What follows belongs to an exercise in optimizing a design on an open flow for small area, a short achievable clock period and few clock cycles per item; a production flow would make more cautious choices. In this exercise RTL edits were held to simulation tests only and were not proved equivalent to the original. No activity file was given, so power comes from the tool's default toggle rates.

[flow/config.mk]
export PLATFORM = sky130hd
export DESIGN_NAME = md5_crack
export DESIGN_NICKNAME = md5_crack
export VERILOG_FILES = /design/flow/design.v
export SDC_FILE = /design/flow/constraint.sdc
export NUM_CORES = 4
export LEC_CHECK = 0
export CAP_MARGIN = 20
export CORE_MARGIN = 2
export CORE_UTILIZATION = 44
export CTS_CLUSTER_DIAMETER = 150
export CTS_CLUSTER_SIZE = 22
export SETUP_SLACK_MARGIN = 2.4
export SLEW_MARGIN = 20
[flow/constraint.sdc]
create_clock -name core_clock -period 5.0 [get_ports {clk}]
set_input_delay 1.0000 -clock core_clock [delete_from_list [all_inputs] [get_ports {clk}]]
set_output_delay 1.0000 -clock core_clock [all_outputs]
set_load 0.01 [all_outputs]
[flow/design.v]
`timescale 1ns / 1ps
module md5_dp(
  input clk,
  input [31:0] kwA,         
  input [31:0] vA,          
  input [1:0]  fA,          
  input [4:0]  sC,          
  input        ldD,         
  output reg [31:0] bA      
);
localparam [31:0] IV_A = 32'h67452301, IV_B = 32'hefcdab89,
                  IV_C = 32'h98badcfe, IV_D = 32'h10325476;
function [31:0] pg_sum(input [31:0] p0, input [31:0] g0);
  reg [31:0] g, p;
  integer i, l;
  begin
    g = g0; p = p0;
    for (l = 0; l < 5; l = l + 1)
      for (i = 0; i < 32; i = i + 1)
        if (((i >> l) & 1) == 1) begin
          g[i] = g[i] | (p[i] & g[((i >> l) << l) - 1]);
          p[i] = p[i] & p[((i >> l) << l) - 1];
        end
    pg_sum = p0 ^ {g[30:0], 1'b0};
  end
endfunction
reg [31:0] aA, cA, dA;                
reg [31:0] pB, gB, bB, cB, dB;        
reg [31:0] xC, bC, cC, dC;            
reg [31:0] pD, gD, bD, cD, dD;        
reg [31:0] fa;
always @(*) begin
  case (fA)
    2'd0: fa = (bA & cA) | (~bA & dA);
    2'd1: fa = (dA & bA) | (~dA & cA);
    2'd2: fa = bA ^ cA ^ dA;
    default: fa = cA ^ (bA | ~dA);
  endcase
end
wire [31:0] u1  = aA ^ kwA ^ vA;               
wire [31:0] w1  = (aA & kwA) | (aA & vA) | (kwA & vA);
wire [31:0] w1s = {w1[30:0], 1'b0};
wire [31:0] u2  = u1 ^ w1s ^ fa;
wire [31:0] w2  = (u1 & w1s) | (u1 & fa) | (w1s & fa);
wire [31:0] w2s = {w2[30:0], 1'b0};
wire [31:0] xB  = pg_sum(pB, gB);
wire [31:0] l0 = sC[0] ? {xC[30:0], xC[31]}    : xC;
wire [31:0] l1 = sC[1] ? {l0[29:0], l0[31:30]} : l0;
wire [31:0] l2 = sC[2] ? {l1[27:0], l1[31:28]} : l1;
wire [31:0] l3 = sC[3] ? {l2[23:0], l2[31:24]} : l2;
wire [31:0] l4 = sC[4] ? {l3[15:0], l3[31:16]} : l3;
wire [31:0] bnD = pg_sum(pD, gD);
always @(posedge clk) begin
  aA <= dD; bA <= bnD; cA <= bD; dA <= cD;
  pB <= u2 ^ w2s;  gB <= u2 & w2s;
  bB <= bA;  cB <= cA;  dB <= dA;
  xC <= xB;  bC <= bB;  cC <= cB;  dC <= dB;
  if (ldD) begin
    pD <= IV_B;  gD <= 32'd0;
    bD <= IV_C;  cD <= IV_D;  dD <= IV_A;
  end else begin
    pD <= bC ^ l4;  gD <= bC & l4;
    bD <= bC;  cD <= cC;  dD <= dC;
  end
end
endmodule
module md5_crack(
  input clk,
  input reset_n,
  input start,               
  input [31:0] first,        
  input [127:0] target,      
  output done,               
  output found,              
  output [31:0] password     
    );
localparam [31:0] IV_A = 32'h67452301, IV_B = 32'hefcdab89,
                  IV_C = 32'h98badcfe, IV_D = 32'h10325476;
function [31:0] kw_rom(input [5:0] r);    
  case (r)
      6'd0: kw_rom = 32'h079ad4a8;
      6'd1: kw_rom = 32'h18f7e786;
      6'd2: kw_rom = 32'h2420715b;
      6'd3: kw_rom = 32'hc1bdceee;
      6'd4: kw_rom = 32'hf57c0faf;
      6'd5: kw_rom = 32'h4787c62a;
      6'd6: kw_rom = 32'ha8304613;
      6'd7: kw_rom = 32'hfd469501;
      6'd8: kw_rom = 32'h698098d8;
      6'd9: kw_rom = 32'h8b44f7af;
      6'd10: kw_rom = 32'hffff5bb1;
      6'd11: kw_rom = 32'h895cd7be;
      6'd12: kw_rom = 32'h6b901122;
      6'd13: kw_rom = 32'hfd987193;
      6'd14: kw_rom = 32'ha67943ce;
      6'd15: kw_rom = 32'h49b40821;
      6'd16: kw_rom = 32'h264e5592;
      6'd17: kw_rom = 32'hc040b340;
      6'd18: kw_rom = 32'h265e5a51;
      6'd19: kw_rom = 32'h19e6f7da;
      6'd20: kw_rom = 32'hd62f105d;
      6'd21: kw_rom = 32'h02441453;
      6'd22: kw_rom = 32'hd8a1e681;
      6'd23: kw_rom = 32'he7d3fbc8;
      6'd24: kw_rom = 32'h21e1cde6;
      6'd25: kw_rom = 32'hc3370816;
      6'd26: kw_rom = 32'hf4d50d87;
      6'd27: kw_rom = 32'h455a14ed;
      6'd28: kw_rom = 32'ha9e3e905;
      6'd29: kw_rom = 32'hfcefa478;
      6'd30: kw_rom = 32'h676f02d9;
      6'd31: kw_rom = 32'h8d2a4c8a;
      6'd32: kw_rom = 32'hfffa3942;
      6'd33: kw_rom = 32'h8771f681;
      6'd34: kw_rom = 32'h6d9d6122;
      6'd35: kw_rom = 32'hfde5384c;
      6'd36: kw_rom = 32'hd4ef1a74;
      6'd37: kw_rom = 32'h4bdecfa9;
      6'd38: kw_rom = 32'hf6bb4b60;
      6'd39: kw_rom = 32'hbebfbc70;
      6'd40: kw_rom = 32'h289b7ec6;
      6'd41: kw_rom = 32'h1ad1582a;
      6'd42: kw_rom = 32'hd4ef3085;
      6'd43: kw_rom = 32'h04881d05;
      6'd44: kw_rom = 32'hd9d4d039;
      6'd45: kw_rom = 32'he6db99e5;
      6'd46: kw_rom = 32'h1fa27cf8;
      6'd47: kw_rom = 32'hc4ac56e5;
      6'd48: kw_rom = 32'h24595274;
      6'd49: kw_rom = 32'h432aff97;
      6'd50: kw_rom = 32'hab9423e7;
      6'd51: kw_rom = 32'hfc93a039;
      6'd52: kw_rom = 32'h655b59c3;
      6'd53: kw_rom = 32'h8f0ccc92;
      6'd54: kw_rom = 32'hffeff47d;
      6'd55: kw_rom = 32'hb5b48e01;
      6'd56: kw_rom = 32'h6fa87e4f;
      6'd57: kw_rom = 32'hfe2ce6e0;
      6'd58: kw_rom = 32'ha3014314;
      6'd59: kw_rom = 32'h4e0811a1;
      6'd60: kw_rom = 32'hf7537e82;
      6'd61: kw_rom = 32'hbd3af235;
      6'd62: kw_rom = 32'h2ad7d33b;
      6'd63: kw_rom = 32'heb86d391;
  endcase
endfunction
function [4:0] s_of(input [5:0] r);
  case ({r[5:4], r[1:0]})
    4'd0:  s_of = 5'd7;   4'd1:  s_of = 5'd12;  4'd2:  s_of = 5'd17;  4'd3:  s_of = 5'd22;
    4'd4:  s_of = 5'd5;   4'd5:  s_of = 5'd9;   4'd6:  s_of = 5'd14;  4'd7:  s_of = 5'd20;
    4'd8:  s_of = 5'd4;   4'd9:  s_of = 5'd11;  4'd10: s_of = 5'd16;  4'd11: s_of = 5'd23;
    4'd12: s_of = 5'd6;   4'd13: s_of = 5'd10;  4'd14: s_of = 5'd15;  default: s_of = 5'd21;
  endcase
endfunction
function [31:0] bswap(input [31:0] v);
  bswap = {v[7:0], v[15:8], v[23:16], v[31:24]};
endfunction
localparam NDP = 3;     
reg        busy;        
reg        pre;         
reg        done_r;
reg        found_r;
reg [8:0]  t;           
reg [31:8] base;        
reg [7:0]  lo;          
reg [31:8] base1;       
reg [7:0]  lo1, lo2;    
reg [7:0]  plo;         
reg [3:0]  valid;       
reg [NDP-1:1] vdp;      
reg [4*NDP-1:0] m;      
reg        at_end;      
reg        u0r, u1r;    
reg [5:0]  rr;          
reg [31:0] kwA;
reg [1:0]  fA;
reg [4:0]  sB, sC;
reg [32*NDP-1:0] vA;    
reg [31:0] tw;
reg [4*NDP-1:0] pc;
reg [3:0]  wsel;        
reg [3:0]  wseln;       
assign done     = done_r;
assign found    = found_r;
assign password = {base, plo};
function [7:0] lo_plus(input [7:0] l, input [1:0] j);
  reg [4:0] u;    
  begin
    case ({l[3:1], j})
      5'd0: u = 5'h00;
      5'd1: u = 5'h01;
      5'd2: u = 5'h02;
      5'd3: u = 5'h03;
      5'd4: u = 5'h02;
      5'd5: u = 5'h03;
      5'd6: u = 5'h04;
      5'd7: u = 5'h05;
      5'd8: u = 5'h04;
      5'd9: u = 5'h05;
      5'd10: u = 5'h06;
      5'd11: u = 5'h07;
      5'd12: u = 5'h06;
      5'd13: u = 5'h07;
      5'd14: u = 5'h08;
      5'd15: u = 5'h09;
      5'd16: u = 5'h08;
      5'd17: u = 5'h09;
      5'd18: u = 5'h10;
      5'd19: u = 5'h11;
      default: u = 5'h00;
    endcase
    lo_plus = {u[4] ? l[7:4] + 4'd1 : l[7:4], u[3:0]};
  end
endfunction
function [7:0] lo_p4(input [7:0] l);
  if (l == 8'h96) lo_p4 = 8'h00;
  else if (l[3:0] >= 4'd6) lo_p4 = {l[7:4] + 4'd1, l[3:0] - 4'd6};
  else lo_p4 = {l[7:4], l[3:0] + 4'd4};
endfunction
wire [NDP:1] wrap = {lo >= 8'h88, lo >= 8'h92, lo >= 8'h96};     
wire [31:8] bdp1 = wrap[1] ? base1 : base;
wire [31:8] bdp2 = wrap[2] ? base1 : base;
wire [32*NDP-1:0] dlo = {lo2, lo1, lo};                            
wire [24*NDP-1:0] dbase = {bdp2, bdp1, base};                      
wire [1:0] foff = {first[4], 1'b0} + first[1:0];            
wire [3:0] fd7  = first[3:0];
wire [7:0] flo  = (fd7 >= {2'b0, foff}) ? {first[7:4], fd7 - {2'b0, foff}}
                                        : {first[7:4] - 4'd1, fd7 + 4'd10 - {2'b0, foff}};
reg  [31:8] inc6;
reg         cy;
integer     k;
always @(*) begin
  inc6 = base;
  cy = 1'b1;
  for (k = 2; k < 8; k = k + 1) begin
    if (cy) begin
      if (inc6[4*k +: 4] == 4'd9) inc6[4*k +: 4] = 4'd0;
      else begin inc6[4*k +: 4] = inc6[4*k +: 4] + 4'd1; cy = 1'b0; end
    end
  end
end
wire [8:0] t1    = t + 9'd1;
wire [8:0] t2s   = t + 9'd2;
wire [1:0] widx2 = t2s[3:2] - 2'd1;    
wire [31:0] ivw  = ({32{wsel[0]}} & IV_A) | ({32{wsel[1]}} & IV_D) |
                   ({32{wsel[2]}} & IV_C) | ({32{wsel[3]}} & IV_B);
function [3:0] check(input [31:0] b, input [31:0] iv, input [31:0] tg);
  reg [31:0] creq, cgen, bitok;
  begin
    creq  = b ^ iv ^ tg;
    cgen  = (b & iv) | (b & creq) | (iv & creq);
    bitok = ~({creq[31:1], 1'b0} ^ {cgen[30:0], creq[0]});
    check = {&bitok[31:24], &bitok[23:16], &bitok[15:8], &bitok[7:0]};
  end
endfunction
wire        ldD = (t == 9'd510) | (t == 9'd511) | (t == 9'd0) | (t == 9'd1);
wire [32*NDP-1:0] bA;
wire [NDP-1:0]    ok;                  
wire [NDP-1:0]    vk = {vdp, valid[3]};    
genvar gk;
generate
  for (gk = 0; gk < NDP; gk = gk + 1) begin : g
    md5_dp dp (.clk(clk), .kwA(kwA), .vA(vA[32*gk +: 32]), .fA(fA), .sC(sC), .ldD(ldD),
               .bA(bA[32*gk +: 32]));
    assign ok[gk] = &pc[4*gk +: 4];
  end
endgenerate
wire cont    = (|(m & {NDP{4'b0111}})) | (|(ok & vk));
wire fin     = busy & (t == 9'd261);
wire grp_end = busy & (((t == 9'd248) & ~cont) | (fin & ~(|m)));
wire hit     = fin & (|m);
reg  [3:0] hidx;
integer    h;
always @(*) begin
  hidx = 4'd0;
  for (h = 4*NDP-1; h >= 0; h = h - 1)
    if (m[h]) hidx = h[3:0];
end
wire [8:0] t2 = t + 9'd2;
wire [5:0] rn2 = t2[7:2];
wire [1:0] jn = t1[1:0];
wire use_w0 = (rn2 == 6'd0) | (rn2 == 6'd19) | (rn2 == 6'd41) | (rn2 == 6'd48);
wire use_w1 = (rn2 == 6'd1) | (rn2 == 6'd16) | (rn2 == 6'd36) | (rn2 == 6'd55);
reg  [32*NDP-1:0] vnext;
reg  [7:0]  ln;
reg  [31:8] bk;
integer     q;
always @(*) begin
  for (q = 0; q < NDP; q = q + 1) begin
    ln = lo_plus(dlo[8*q +: 8], jn);
    bk = dbase[24*q +: 24];
    vnext[32*q +: 32] =
      (u0r ? {4'h0, bk[19:16], 4'h0, bk[23:20], 4'h0, bk[27:24], 4'h0, bk[31:28]} : 32'd0) |
      (u1r ? {4'h0, ln[3:0], 4'h0, ln[7:4], 4'h0, bk[11:8], 4'h0, bk[15:12]} : 32'd0);
  end
end
always @(posedge clk) begin
  if (~reset_n) begin
    busy   <= 1'b0;
    pre    <= 1'b0;
    done_r <= 1'b0;
  end else if (start & ~busy & ~pre) begin
    pre     <= 1'b1;
    done_r  <= 1'b0;
    found_r <= 1'b0;
    base    <= first[31:8];
    lo      <= flo;
    valid   <= (foff == 2'd0) ? 4'b1111 : (foff == 2'd1) ? 4'b1110 : (foff == 2'd2) ? 4'b1100 : 4'b1000;
  end else if (pre) begin
    pre  <= 1'b0;
    busy <= 1'b1;
    t    <= 9'd510;
  end else if (busy) begin
    t <= t1;
    for (q = 0; q < NDP; q = q + 1) begin
      if (t == 9'd245) m[4*q+0] <= ok[q] & (q == 0 ? valid[0] : vdp[q]);
      if (t == 9'd246) m[4*q+1] <= ok[q] & (q == 0 ? valid[1] : vdp[q]);
      if (t == 9'd247) m[4*q+2] <= ok[q] & (q == 0 ? valid[2] : vdp[q]);
      if (t == 9'd248) m[4*q+3] <= ok[q] & (q == 0 ? valid[3] : vdp[q]);
      if (t == 9'd249 || t == 9'd253 || t == 9'd257) m[4*q+0] <= m[4*q+0] & ok[q];
      if (t == 9'd250 || t == 9'd254 || t == 9'd258) m[4*q+1] <= m[4*q+1] & ok[q];
      if (t == 9'd251 || t == 9'd255 || t == 9'd259) m[4*q+2] <= m[4*q+2] & ok[q];
      if (t == 9'd252 || t == 9'd256 || t == 9'd260) m[4*q+3] <= m[4*q+3] & ok[q];
    end
    if (hit) begin
      busy    <= 1'b0;
      done_r  <= 1'b1;
      found_r <= 1'b1;
      plo     <= lo_plus(dlo[8*hidx[3:2] +: 8], hidx[1:0]);
      base    <= dbase[24*hidx[3:2] +: 24];
    end else if (grp_end) begin
      if (at_end) begin
        busy   <= 1'b0;
        done_r <= 1'b1;
      end else begin
        t     <= 9'd510;
        lo    <= lo_p4(lo2);
        if (wrap[3]) base <= base1;
        valid <= 4'b1111;
      end
    end
  end
end
always @(posedge clk) begin
  base1  <= inc6;
  lo1    <= lo_p4(lo);
  lo2    <= lo_p4(lo_p4(lo));
  at_end <= (base == 24'h999999) & wrap[3];
  vdp    <= ~({wrap[2], wrap[1]} & {2{base == 24'h999999}});
  u0r    <= use_w0;
  u1r    <= use_w1;
  rr  <= t1[7:2] + {5'd0, (t1[1:0] == 2'd3)};
  kwA <= kw_rom(rr);
  fA  <= rr[5:4];
  sB  <= s_of(t[7:2]);
  sC  <= sB;
  vA  <= vnext;
  tw <= ({32{wseln[0]}} & bswap(target[127:96])) | ({32{wseln[1]}} & bswap(target[31:0])) |
        ({32{wseln[2]}} & bswap(target[63:32]))  | ({32{wseln[3]}} & bswap(target[95:64]));
  wseln <= 4'b0001 << widx2;
  wsel  <= wseln;
  for (q = 0; q < NDP; q = q + 1)
    pc[4*q +: 4] <= check(bA[32*q +: 32], ivw, tw);
end
endmodule
[flow/run.sh]
#!/bin/bash
# synth_recipe.tcl (not shown) runs the flow's synth.tcl, then flattens the netlist and writes it again
# the make line also repeats each setting of config.mk as NAME=value (left out here)
make -C /OpenROAD-flow-scripts/flow DESIGN_CONFIG=/design/flow/config.mk WORK_HOME=/design/flow/orfs CLKGATE_MAP_FILE= SYNTH_SCRIPT=/design/flow/synth_recipe.tcl finish
==> results of run 1 <==
## where the power goes
group,switching (mW),internal [mW],leakage [nW],total [mW]
combinational,13.5,11.8,20.1,25.3
sequential,5.85,23.8,16.7,29.7
clock,5.16,3.68,1.33,8.83
total,24.5,39.4,38.1,63.8
## worst max-delay path by stage
stage	endpoint	depth (start not counted)	startpoint	slack, ns
floorplan	base[10]	8	t[5]	2.34
global placement	pc[8]	6	wsel[2]	1.40
detailed placement	base[26]	8	t[6]	1.45
CTS	g[0].dp.bA[31]	10	g[0].dp.gD[0]	2.30
global route	g[2].dp.bA[26]	10	g[2].dp.gD[0]	2.25
finish	g[1].dp.bA[31]	10	g[1].dp.gD[0]	2.31
## per-stage QoR
stage	cells	total power, mW	hold WS, ns
2_1_floorplan	7163	43.1	0.310
3_3_place_gp	9472	51.3	0.310
5_1_grt	9890	68.3	0.320
4_1_cts	9756	62.2	0.301
6_report	9896	63.8	0.313
3_5_place_dp	9472	52.0	0.312
## kinds of logic after synthesis
| kind of cell | synth area share [%] |
|---|---|
| AOI/OAI and AO/OA | 9.98 |
| and+or+nand+nor | 12.3 |
| xor gates and xnor gates | 4.87 |
| adders and majority gates | 11.3 |
| DFF | 51.9 |
| muxes | 6.39 |
| buffers and inverters | 3.20 |
## area by class of cell
| cell class | count | share of cell area (%) |
|---|---|---|
| repair buffers | 572 | 7.24 |
| multi-input cells | 4532 | 41.1 |
| well taps | 2340 | 3.20 |
| diodes | 8 | 0.0219 |
| clock buffers | 112 | 2.79 |
| inverters | 342 | 1.42 |
| clock inverters | 9 | 0.179 |
| flip-flops and latches | 1981 | 44.1 |
## per-layer routing
layer | share of wire [%] | GRT usage [%]
met1 | 43 | 36.5
met2 | 44 | 41.2
met3 | 6.6 | 3.66
met4 | 6.2 | 13.3
met5 | 0.015 | 0
## Yosys cell counts, types with 25 or more instances
cell type	number	area, sq um
o22a_1	48	420
nand2b_1	222	1390
a21o_1	44	330
o21ai_0	297	1490
and3_1	25	156
xnor2_1	232	2030
buf_1	52	195
xor2_1	200	1750
nor3_1	184	921
a311oi_1	31	272
o22ai_1	44	275
nor3b_1	38	285
nor2b_1	28	175
nand3_1	92	460
and2_1	305	1910
a211oi_1	29	218
mux2_2	69	777
ha_1	332	4150
mux4_2	102	2300
fa_1	232	4640
o211ai_1	26	195
clkbuf_1	241	905
nand2_1	588	2210
nand4_1	39	244
o21a_1	37	278
nor2_1	373	1400
mux2i_1	189	1890
a22oi_1	92	691
dfxtp_1	1916	38400
a31oi_1	64	400
inv_1	340	1280
a21oi_1	339	1700
edfxtp_1	65	1950
o221ai_1	25	219
## critical path, stage by stage, from the launching register on
cell and delay [ns]:
dfxtp_2 0.34, ha_4 0.15, o211ai_1 0.26, a21oi_2 0.11, o31a_1 0.39, a32o_2 0.33
o211ai_1 0.32, nand3_2 0.20, a31oi_4 0.25, o21bai_2 0.10, xor2_1 0.14
## cells in the final DEF, fill, tap and decap left out, types with 200 or more instances in the layout
cell type and count:
and2_1 303, xnor2_1 226, dfxtp_1 1888, nand2b_1 215, inv_1 334, ha_1 314
buf_4 232, nor2_1 343, a21oi_1 319, fa_1 227, nand2_1 581, xor2_1 200
## timing repair
| action | in CTS | in global routing |
|---|---|---|
| gates cloned | 22 | 36 |
| setup endpoints to repair | 841 | 653 |
| hold buffers | 0 | 0 |
| resized for setup | 391 | 423 |
| pin swaps | 49 | 102 |
| setup buffers | 141 | 96 |
==> run summary, run 1 <==
### Routing
- **routed vias/inst** 5.50
- **overall via count from detail_route** 54400
- **Antenna Violating Nets Remaining** 0
- **detail-routed net length per standard cell** 25.8 um
- **first-pass iteration count of the detailed router** 6
- **DRC violation total after the first TritonRoute iteration** 4761
- **total detailed-routing wirelength** 255000 um
- **remaining routing DRC violations** 0

### Timing
- **Max Clk Rate** 372 MHz
- **max-slew violations** 0
- **worst-case clock skew** 0.0405 ns
- **final worst path period need** 2.69 ns
- **slew at the pin closest to its max-slew limit** 1.14 ns
- **Max-slew headroom** 23.9%
- **ratio of final minimum period to clock period** 53.8%
- **RSZ-0062 raised after global routing** true
- **endpoints failing setup** 0
- **Final Hold Fails** 0
- **summed negative setup slack over all endpoints** 0 ns
- **Worst Slack Setup Final** 2.31 ns

### Global routing
- **number of antenna violations at the first check in global routing** 18
- **global-route wire length before repair** 351000 um
- **total track usage** 26.6%
- **number of global-route vias before repair** 51800
- **remaining global-route overflow** 0
- **maximum number of pins on one net before global-route repair** 71

### Critical path
- **startpoint of the most critical register-to-register path** g[1].dp.gD[0]
- **Critical Path Start Type** flip-flop
- **nature of the critical path endpoint** flip-flop
- **largest fanout on the critical path** 2
- **R2R cell count** 10
- **Reg-to-Reg End** g[1].dp.bA[31]
- **Req. time, crit path** 5.67 ns
- **Setup Crit Path Kind** reg2reg
- **endpoint arrival time on the critical path** 3.36 ns
- **worst-case register-to-register setup slack** 2.31 ns

### Synthesis
- **total nets after synthesis** 7890
- **Post-Syn Instances** 7163
- **number of warnings printed during yosys synthesis** 2
- **average instance area after synthesis** 10.8 sq um
- **Post-Syn Area** 77700 sq um
- **flip-flop cell with the highest count after synthesis** dfxtp_1
- **Seq/Total Area, Yosys** 51.9%
- **number of enable flip-flop cells after synthesis** 65
- **FFs w/ async S/R, synth** 0%
- **total of flip-flops plus latches after synthesis** 1981
- **count of unique library cells instantiated by Yosys** 85

### Min path
- **end point of the worst hold path** g[0].dp.cC[18]
- **Hold Path Class** reg2reg
- **startpoint of the lowest-slack hold path** g[0].dp.cB[18]
- **hold path cells** 0

### Floorplanning
- **Chip Width** 424 um
- **Initial Utilization** 44.2%
- **Die Area** 180000 sq um
- **Core Area** 176000 sq um
- **I/O pin cnt** 197
- **die outline height** 424 um
- **number of rows in the core area** 154

### Clock network
- **clock tree from TritonCTS** built
- **Max Root-Sink Buffers** 3
- **total number of clock tree sinks** 1981
- **clock latency reported for the late side of the worst-skew pair** 0.79 ns
- **H-tree lvl count** 3
- **cell at the root of the clock tree** clkbuf_16
- **Inserted Clock Buffers** 100
- **clock slew seen by the registers of the worst setup and hold paths** 0.11 ns

### Placed design
- **final estimated routing congestion in global placement** 0.936
- **HPWL reported at the end of detailed placement** 170000 um
- **placed inst area** 82300 sq um
- **Place WS** 1.45 ns
- **number of buffers inserted by port buffering** 196

### Layout
- **core occupancy in the finished layout** 52.1%
- **total area of multi-input combinational cells** 37600 sq um
- **post-route cell area** 91500 sq um
- **fraction of layout cells with a size suffix above 1** 14.9%
- **count of fill cells added during filler insertion** 15400
- **P&R area growth vs syn** 17.9%
- **fin nets** 8256
- **register area** 40400 sq um

### Power
- **worst ir drop on vdd** 0.000434 V
- **total power per unit cell area** 697 nW/um^2
- **cell leakage power** 38.1 nW

### Run status
- **outcome** timing/DRC/antenna clean

### Run
- **max-cap violation count** 0

Testbench counts, summed over its fixed seeds: cycles 177,915, candidates 8,001.
==> run 2: changes to the inputs <==
--- a/flow/design.v
+++ b/flow/design.v
@@ -167,6 +167,6 @@
 reg [7:0]  lo1, lo2;    
 reg [7:0]  plo;         
-reg [3:0]  valid;       
-reg [NDP-1:1] vdp;      
+reg [4*NDP-1:0] vm;     
+reg [NDP-1:1] wr;       
 reg [4*NDP-1:0] m;      
 reg        at_end;      
@@ -184,47 +184,71 @@
 assign found    = found_r;
 assign password = {base, plo};
-function [7:0] lo_plus(input [7:0] l, input [1:0] j);
+function [8:0] lo_plus(input [7:0] l, input [1:0] j);
   reg [4:0] u;    
   begin
-    case ({l[3:1], j})
-      5'd0: u = 5'h00;
-      5'd1: u = 5'h01;
-      5'd2: u = 5'h02;
-      5'd3: u = 5'h03;
-      5'd4: u = 5'h02;
-      5'd5: u = 5'h03;
-      5'd6: u = 5'h04;
-      5'd7: u = 5'h05;
-      5'd8: u = 5'h04;
-      5'd9: u = 5'h05;
-      5'd10: u = 5'h06;
-      5'd11: u = 5'h07;
-      5'd12: u = 5'h06;
-      5'd13: u = 5'h07;
-      5'd14: u = 5'h08;
-      5'd15: u = 5'h09;
-      5'd16: u = 5'h08;
-      5'd17: u = 5'h09;
-      5'd18: u = 5'h10;
-      5'd19: u = 5'h11;
+    case ({l[3:0], j})
+      6'd0: u = 5'h00;
+      6'd1: u = 5'h01;
+      6'd2: u = 5'h02;
+      6'd3: u = 5'h03;
+      6'd4: u = 5'h01;
+      6'd5: u = 5'h02;
+      6'd6: u = 5'h03;
+      6'd7: u = 5'h04;
+      6'd8: u = 5'h02;
+      6'd9: u = 5'h03;
+      6'd10: u = 5'h04;
+      6'd11: u = 5'h05;
+      6'd12: u = 5'h03;
+      6'd13: u = 5'h04;
+      6'd14: u = 5'h05;
+      6'd15: u = 5'h06;
+      6'd16: u = 5'h04;
+      6'd17: u = 5'h05;
+      6'd18: u = 5'h06;
+      6'd19: u = 5'h07;
+      6'd20: u = 5'h05;
+      6'd21: u = 5'h06;
+      6'd22: u = 5'h07;
+      6'd23: u = 5'h08;
+      6'd24: u = 5'h06;
+      6'd25: u = 5'h07;
+      6'd26: u = 5'h08;
+      6'd27: u = 5'h09;
+      6'd28: u = 5'h07;
+      6'd29: u = 5'h08;
+      6'd30: u = 5'h09;
+      6'd31: u = 5'h10;
+      6'd32: u = 5'h08;
+      6'd33: u = 5'h09;
+      6'd34: u = 5'h10;
+      6'd35: u = 5'h11;
+      6'd36: u = 5'h09;
+      6'd37: u = 5'h10;
+      6'd38: u = 5'h11;
+      6'd39: u = 5'h12;
       default: u = 5'h00;
     endcase
-    lo_plus = {u[4] ? l[7:4] + 4'd1 : l[7:4], u[3:0]};
+    if (!u[4])              lo_plus = {1'b0, l[7:4], u[3:0]};
+    else if (l[7:4] == 4'd9) lo_plus = {1'b1, 4'd0, u[3:0]};
+    else                    lo_plus = {1'b0, l[7:4] + 4'd1, u[3:0]};
   end
 endfunction
-function [7:0] lo_p4(input [7:0] l);
-  if (l == 8'h96) lo_p4 = 8'h00;
-  else if (l[3:0] >= 4'd6) lo_p4 = {l[7:4] + 4'd1, l[3:0] - 4'd6};
-  else lo_p4 = {l[7:4], l[3:0] + 4'd4};
+function [8:0] lo_add(input [7:0] l, input [4:0] n);
+  reg [4:0] u, tn;
+  begin
+    u  = {1'b0, l[3:0]} + (n >= 5'd10 ? n - 5'd10 : n);
+    tn = {1'b0, l[7:4]} + (n >= 5'd10 ? 5'd1 : 5'd0);
+    if (u >= 5'd10) begin u = u - 5'd10; tn = tn + 5'd1; end
+    if (tn >= 5'd10) lo_add = {1'b1, tn[3:0] - 4'd10, u[3:0]};
+    else             lo_add = {1'b0, tn[3:0], u[3:0]};
+  end
+endfunction
+function ge2(input [7:0] l, input [7:0] c);
+  ge2 = (l[7:4] > c[7:4]) | ((l[7:4] == c[7:4]) & (l[3:0] >= c[3:0]));
 endfunction
-wire [NDP:1] wrap = {lo >= 8'h88, lo >= 8'h92, lo >= 8'h96};     
-wire [31:8] bdp1 = wrap[1] ? base1 : base;
-wire [31:8] bdp2 = wrap[2] ? base1 : base;
-wire [32*NDP-1:0] dlo = {lo2, lo1, lo};                            
-wire [24*NDP-1:0] dbase = {bdp2, bdp1, base};                      
-wire [1:0] foff = {first[4], 1'b0} + first[1:0];            
-wire [3:0] fd7  = first[3:0];
-wire [7:0] flo  = (fd7 >= {2'b0, foff}) ? {first[7:4], fd7 - {2'b0, foff}}
-                                        : {first[7:4] - 4'd1, fd7 + 4'd10 - {2'b0, foff}};
+wire [8*NDP-1:0] dlo = {lo2, lo1, lo};                             
+wire [NDP-1:0]   dwr = {wr, 1'b0};
+wire [8:0]       nlo = lo_add(lo, 5'd12);                          
 reg  [31:8] inc6;
 reg         cy;
@@ -257,5 +281,5 @@
 wire [32*NDP-1:0] bA;
 wire [NDP-1:0]    ok;                  
-wire [NDP-1:0]    vk = {vdp, valid[3]};    
+wire [NDP-1:0]    vk = {vm[11], vm[7], vm[3]};    
 genvar gk;
 generate
@@ -277,4 +301,5 @@
     if (m[h]) hidx = h[3:0];
 end
+wire [8:0] hl = lo_plus(dlo[8*hidx[3:2] +: 8], hidx[1:0]);         
 wire [8:0] t2 = t + 9'd2;
 wire [5:0] rn2 = t2[7:2];
@@ -283,5 +308,5 @@
 wire use_w1 = (rn2 == 6'd1) | (rn2 == 6'd16) | (rn2 == 6'd36) | (rn2 == 6'd55);
 reg  [32*NDP-1:0] vnext;
-reg  [7:0]  ln;
+reg  [8:0]  ln;
 reg  [31:8] bk;
 integer     q;
@@ -289,5 +314,5 @@
   for (q = 0; q < NDP; q = q + 1) begin
     ln = lo_plus(dlo[8*q +: 8], jn);
-    bk = dbase[24*q +: 24];
+    bk = (ln[8] | dwr[q]) ? base1 : base;
     vnext[32*q +: 32] =
       (u0r ? {4'h0, bk[19:16], 4'h0, bk[23:20], 4'h0, bk[27:24], 4'h0, bk[31:28]} : 32'd0) |
@@ -305,6 +330,5 @@
     found_r <= 1'b0;
     base    <= first[31:8];
-    lo      <= flo;
-    valid   <= (foff == 2'd0) ? 4'b1111 : (foff == 2'd1) ? 4'b1110 : (foff == 2'd2) ? 4'b1100 : 4'b1000;
+    lo      <= first[7:0];
   end else if (pre) begin
     pre  <= 1'b0;
@@ -314,8 +338,8 @@
     t <= t1;
     for (q = 0; q < NDP; q = q + 1) begin
-      if (t == 9'd245) m[4*q+0] <= ok[q] & (q == 0 ? valid[0] : vdp[q]);
-      if (t == 9'd246) m[4*q+1] <= ok[q] & (q == 0 ? valid[1] : vdp[q]);
-      if (t == 9'd247) m[4*q+2] <= ok[q] & (q == 0 ? valid[2] : vdp[q]);
-      if (t == 9'd248) m[4*q+3] <= ok[q] & (q == 0 ? valid[3] : vdp[q]);
+      if (t == 9'd245) m[4*q+0] <= ok[q] & vm[4*q+0];
+      if (t == 9'd246) m[4*q+1] <= ok[q] & vm[4*q+1];
+      if (t == 9'd247) m[4*q+2] <= ok[q] & vm[4*q+2];
+      if (t == 9'd248) m[4*q+3] <= ok[q] & vm[4*q+3];
       if (t == 9'd249 || t == 9'd253 || t == 9'd257) m[4*q+0] <= m[4*q+0] & ok[q];
       if (t == 9'd250 || t == 9'd254 || t == 9'd258) m[4*q+1] <= m[4*q+1] & ok[q];
@@ -327,6 +351,6 @@
       done_r  <= 1'b1;
       found_r <= 1'b1;
-      plo     <= lo_plus(dlo[8*hidx[3:2] +: 8], hidx[1:0]);
-      base    <= dbase[24*hidx[3:2] +: 24];
+      plo     <= hl[7:0];
+      if (hl[8] | dwr[hidx[3:2]]) base <= base1;
     end else if (grp_end) begin
       if (at_end) begin
@@ -335,7 +359,6 @@
       end else begin
         t     <= 9'd510;
-        lo    <= lo_p4(lo2);
-        if (wrap[3]) base <= base1;
-        valid <= 4'b1111;
+        lo    <= nlo[7:0];
+        if (nlo[8]) base <= base1;
       end
     end
@@ -344,8 +367,11 @@
 always @(posedge clk) begin
   base1  <= inc6;
-  lo1    <= lo_p4(lo);
-  lo2    <= lo_p4(lo_p4(lo));
-  at_end <= (base == 24'h999999) & wrap[3];
-  vdp    <= ~({wrap[2], wrap[1]} & {2{base == 24'h999999}});
+  {wr[1], lo1} <= lo_add(lo, 5'd4);
+  {wr[2], lo2} <= lo_add(lo, 5'd8);
+  at_end <= (base == 24'h999999) & ge2(lo, 8'h88);                  
+  vm <= ~({4*NDP{base == 24'h999999}} &
+          {ge2(lo, 8'h89), ge2(lo, 8'h90), ge2(lo, 8'h91), ge2(lo, 8'h92),
+           ge2(lo, 8'h93), ge2(lo, 8'h94), ge2(lo, 8'h95), ge2(lo, 8'h96),
+           ge2(lo, 8'h97), ge2(lo, 8'h98), ge2(lo, 8'h99), 1'b0});
   u0r    <= use_w0;
   u1r    <= use_w1;
--- a/flow/config.mk
+++ b/flow/config.mk
@@ -6,7 +6,8 @@
 export NUM_CORES = 4
 export LEC_CHECK = 0
+export ABC_AREA = 1
 export CAP_MARGIN = 20
 export CORE_MARGIN = 2
-export CORE_UTILIZATION = 44
+export CORE_UTILIZATION = 55
 export CTS_CLUSTER_DIAMETER = 150
 export CTS_CLUSTER_SIZE = 22
==> run 2 against run 1 <==
  * Still clean on timing, DRC and antenna
  * Sequential share of layout area rose by 0.28 points
  * First-iteration DRC count is 37% higher
  * Combinational power down 4%
  * Sequential power is 1% lower
  * Total power decreased by 2.5%
  * Critical path type unchanged
  * Highest routed layer unchanged
==> run summary, run 2 <==
### Run status
- **outcome** timing/DRC/antenna clean, unchanged

### Placed design
- **number of buffers inserted by port buffering** 196, unchanged
- **final estimated routing congestion in global placement** 0.968, was 0.936
- **HPWL reported at the end of detailed placement** 190000 um, was 170000 um

### Power
- **worst ir drop on vdd** 0.000407 V, was 0.000434 V
- **Flop pwr share** 47.1%, was 46.5%
- **switching power total** 25.2 mW, was 24.5 mW
- **Total Power** 62.3 mW, was 63.8 mW
- **total power per unit cell area** 683 nW/um^2, was 697 nW/um^2
- **part of the total power dissipated in combinational logic** 38.8%, was 39.6%
- **cell leakage power** 41.5 nW, was 38.1 nW
- **switching power as a share of total power** 40.4%, was 38.3%
- **relative contribution of the clock network to total power** 14.1%, was 13.8%
- **Pint** 37.1 mW, was 39.4 mW

### Global routing
- **remaining global-route overflow** 0, unchanged
- **number of antenna violations at the first check in global routing** 23, was 18
- **total track usage** 34.6%, was 26.6%
- **maximum number of pins on one net before global-route repair** 97, was 71
- **number of global-route vias before repair** 58500, was 51800
- **global-route wire length before repair** 377000 um, was 351000 um

### Min path
- **end point of the worst hold path** g[2].dp.dA[14], was g[0].dp.cC[18]
- **Hold Path Class** reg2reg, unchanged
- **hold path cells** 0, unchanged
- **startpoint of the lowest-slack hold path** g[2].dp.cD[14], was g[0].dp.cB[18]

### Critical path
- **Critical Path Start Type** flip-flop, unchanged
- **worst-case register-to-register setup slack** 2.30 ns, was 2.31 ns
- **endpoint arrival time on the critical path** 3.34 ns, was 3.36 ns
- **largest fanout on the critical path** 8, was 2
- **nature of the critical path endpoint** flip-flop, unchanged
- **Req. time, crit path** 5.65 ns, was 5.67 ns
- **crit-path cells** buf_6 > buf_12 > buf_16 > nand2_1 > nand3_1 > o21ai_1 > mux2i_1 > o21ai_0 > mux2i_1 > ha_1 > or2_2, was ha_4 > o211ai_1 > a21oi_2 > o31a_1 > a32o_2 > o211ai_1 > nand3_2 > a31oi_4 > o21bai_2 > xor2_1
- **Reg-to-Reg End** g[2].dp.pD[25], was g[1].dp.bA[31]
- **startpoint of the most critical register-to-register path** sC[0], was g[1].dp.gD[0]
- **R2R cell count** 11, was 10
- **Critical Path Max Stage Delay** 0.50 ns, was 0.39 ns
- **library cell contributing the largest single delay on the critical path** dfxtp_4, was o31a_1
- **most repeated library cell on the critical path** mux2i_1, was o211ai_1
- **Setup Crit Path Kind** reg2reg, unchanged

### Synthesis
- **flip-flop cell with the highest count after synthesis** dfxtp_1, unchanged
- **FFs w/ async S/R, synth** 0%, unchanged
- **count of unique library cells instantiated by Yosys** 66, was 85
- **total of flip-flops plus latches after synthesis** 1989, was 1981
- **Post-Syn Area** 80100 sq um, was 77700 sq um
- **average instance area after synthesis** 8.88 sq um, was 10.8 sq um
- **Seq/Total Area, Yosys** 50.5%, was 51.9%
- **Area contributors post-synth** dfxtp_1, nand2_1, fa_1, was dfxtp_1, fa_1, ha_1
- **leading cell types by count after synthesis** dfxtp_1, nand2_1, inv_1, was dfxtp_1, nand2_1, nor2_1
- **share of the synthesized area in the top cell type** 48.2%, was 49.4%
- **post-synthesis cell type with the largest combined area** dfxtp_1, unchanged
- **number of enable flip-flop cells after synthesis** 62, was 65
- **total nets after synthesis** 9732, was 7890
- **Post-Syn Instances** 9019, was 7163
- **number of warnings printed during yosys synthesis** 2, unchanged
- **leading cell type by number of instances after synthesis** dfxtp_1, unchanged

### Layout
- **register area** 40500 sq um, was 40400 sq um
- **count of fill cells added during filler insertion** 12300, was 15400
- **commonest non-fill, non-tap cells in the layout** dfxtp_1, nand2_1, inv_1, was dfxtp_1, nand2_1, nor2_1
- **fraction of layout cells with a size suffix above 1** 11.2%, was 14.9%
- **total area of multi-input combinational cells** 36500 sq um, was 37600 sq um
- **fin nets** 10000, was 8256
- **P&R area growth vs syn** 13.9%, was 17.9%
- **core occupancy in the finished layout** 63.3%, was 52.1%
- **commonest non-fill, non-tap cell in the layout** dfxtp_1, unchanged

### Timing
- **endpoints failing setup** 0, unchanged
- **final worst path period need** 2.70 ns, was 2.69 ns
- **Max Clk Rate** 371 MHz, was 372 MHz
- **max-slew violations** 0, unchanged
- **slew at the pin closest to its max-slew limit** 1.10 ns, was 1.14 ns
- **ratio of final minimum period to clock period** 53.9%, was 53.8%
- **Final Hold Fails** 0, unchanged
- **Max-slew headroom** 26.7%, was 23.9%
- **summed negative setup slack over all endpoints** 0 ns, unchanged
- **worst-case clock skew** 0.0422 ns, was 0.0405 ns
- **RSZ-0062 raised after global routing** true, unchanged

### Routing
- **total detailed-routing wirelength** 268000 um, was 255000 um
- **routed vias/inst** 5.62, was 5.50
- **overall via count from detail_route** 63100, was 54400
- **detail-routed net length per standard cell** 23.8 um, was 25.8 um
- **first-pass iteration count of the detailed router** 8, was 6
- **Antenna Violating Nets Remaining** 0, unchanged
- **DRC violation total after the first TritonRoute iteration** 6532, was 4761
- **remaining routing DRC violations** 0, unchanged

### Floorplanning
- **Chip Width** 386 um, was 424 um
- **number of rows in the core area** 139, was 154
- **I/O pin cnt** 197, unchanged
- **Initial Utilization** 55.6%, was 44.2%
- **Die Area** 149000 sq um, was 180000 sq um
- **Core Area** 144000 sq um, was 176000 sq um
- **die outline height** 386 um, was 424 um

### Clock network
- **Inserted Clock Buffers** 100, unchanged
- **clock tree from TritonCTS** built, unchanged
- **cell at the root of the clock tree** clkbuf_16, unchanged
- **total number of clock tree sinks** 1989, was 1981
- **clock slew seen by the registers of the worst setup and hold paths** 0.10 ns, was 0.11 ns
- **H-tree lvl count** 3, unchanged
- **Max Root-Sink Buffers** 3, unchanged
- **clock latency reported for the late side of the worst-skew pair** 0.78 ns, was 0.79 ns

### Run
- **max-cap violation count** 0, unchanged

run 2: changes by cell type after synthesis, sizes merged, moves of 102 or more:
cell,delta
and2,-306
nor2,+497
o21ai,+275
inv,+688
nand2b,-222
nand3,+310
a21oi,+161
mux4,-102
or2,+240
nand2,+1072
run 2: timing repair:
item	in CTS	in global routing
pin swaps	33	65
buffers inserted	104	58
hold buffers	0	0
cloned	22	16
setup endpoints to repair	872	435
gates resized for setup	361	335
run 2: cell type report:
class                   instances  share of cell area, %
well taps                    1903                   2.61
inverters                    1031                   4.40
repair buffers                458                   5.57
multi-input cells            5721                   40.1
flip-flops and latches       1989                   44.4
diodes                          9                 0.0247
repair inverters                5                 0.0480
clock inverters                 5                 0.0768
clock buffers                 111                   2.84
run 2: worst max path at each step:
stage | slack [ns] | from | cells past startpoint | endpoint
6_report | 2.30 | sC[0] | 11 | g[2].dp.pD[25]
5_1_grt | 2.22 | m[10] | 21 | base[10]
4_1_cts | 2.28 | sC[0] | 12 | g[0].dp.pD[7]
3_5_place_dp | 1.51 | sC[0] | 12 | g[0].dp.pD[11]
3_3_place_gp | 1.47 | sC[0] | 12 | g[0].dp.pD[7]
2_1_floorplan | 2.40 | lo[2] | 15 | base[10]
run 2: kinds of logic after synthesis:
logic type | Yosys count | share of synthesized area (%)
compound gates | 1427 | 10.1
xor+xnor | 246 | 2.70
fa+ha+maj | 550 | 10.8
buf+inv | 1316 | 6.46
flops | 1989 | 50.5
mux | 121 | 1.51
simple gates | 3370 | 18.0
run 2: per-layer routing:
layer | track usage [%] | vias up | share of wire (%) | wire length (um)
met1 | 47.5 | 30400 | 42 | 113000
met4 | 16.0 | 10 | 5.6 | 15100
met2 | 54.0 | 2648 | 44 | 117000
li1 | - | 29600 | - | -
met5 | 0 | - | 0.021 | 57
met3 | 4.83 | 525 | 8.3 | 22100
run 2: worst max-delay path, delay by kind of cell, from the launching register on:
family	cells	cell delay, ns
AOI/OAI and AO/OA	2	0.27
adders and majority gates	1	0.31
buffers and inverters	3	0.43
DFF	1	0.50
muxes	2	0.59
and+or+nand+nor	3	0.45
run 2: stage by stage:
step / cell area (sq um) / cells / hold slack [ns] / worst slack (ns)
floorplan: 80100 / 9019 / 0.310 / 2.40
global placement: 83900 / 10900 / 0.309 / 1.47
detailed placement: 83900 / 10900 / 0.312 / 1.51
CTS: 89000 / 11100 / 0.311 / 2.28
global route: 91200 / 11200 / 0.305 / 2.22
finish: 91200 / 11200 / 0.313 / 2.30
run 2: power by group through the flow:
| stage | clock (mW) | combinational, mW | sequential, mW |
|---|---|---|---|
| final | 8.75 | 24.2 | 29.3 |
| after floorplan | 0 | 15.6 | 26.8 |
| after CTS | 8.84 | 23.0 | 29.2 |
| after global placement | 0 | 21.3 | 29.5 |
| after global routing | 9.39 | 27.1 | 30.0 |
| after detailed placement | 0 | 22.0 | 29.5 |
Testbench counts of run 2, summed over its fixed seeds: cycles 176,158, candidates 8,001.

## what the ideal ports hide
Ports are ideal in the flow. The routed layouts listed here were re-timed in OpenROAD. Step 1 (the two cells are an assumption about what drives the block):
set clk [get_ports {clk}]
set_driving_cell -lib_cell sky130_fd_sc_hd__clkbuf_16 $clk
set_driving_cell -lib_cell sky130_fd_sc_hd__buf_2 [delete_from_list [all_inputs] $clk]
Step 2 moves the port delays by t, midway between the first and last clock arrival at a register: inputs arrive t later, outputs are due t later. That takes back most of the time a late clock gives input paths. Slacks: no drivers / after step 1 / after step 2; pairs: no drivers / after step 1.
| run | t (ns) | setup slack, ns | hold slack, ns | latest minus earliest clock arrival (ns) | worst register clock-pin slew, ns |
|---|---|---|---|---|---|
| run 1 | 0.860 | 2.310 / 2.310 / 1.786 | 0.313 / 0.313 / 0.313 | 0.044 / 0.044 | 0.11 / 0.11 |
| run 2 | 0.841 | 2.304 / 2.304 / 1.758 | 0.313 / 0.313 / 0.313 | 0.047 / 0.048 | 0.11 / 0.11 |
After both steps setup and hold are still met in every run listed. The setup slack of run 2, which loses most, moves by 0.000 ns with the drivers and by -0.546 ns with both steps.
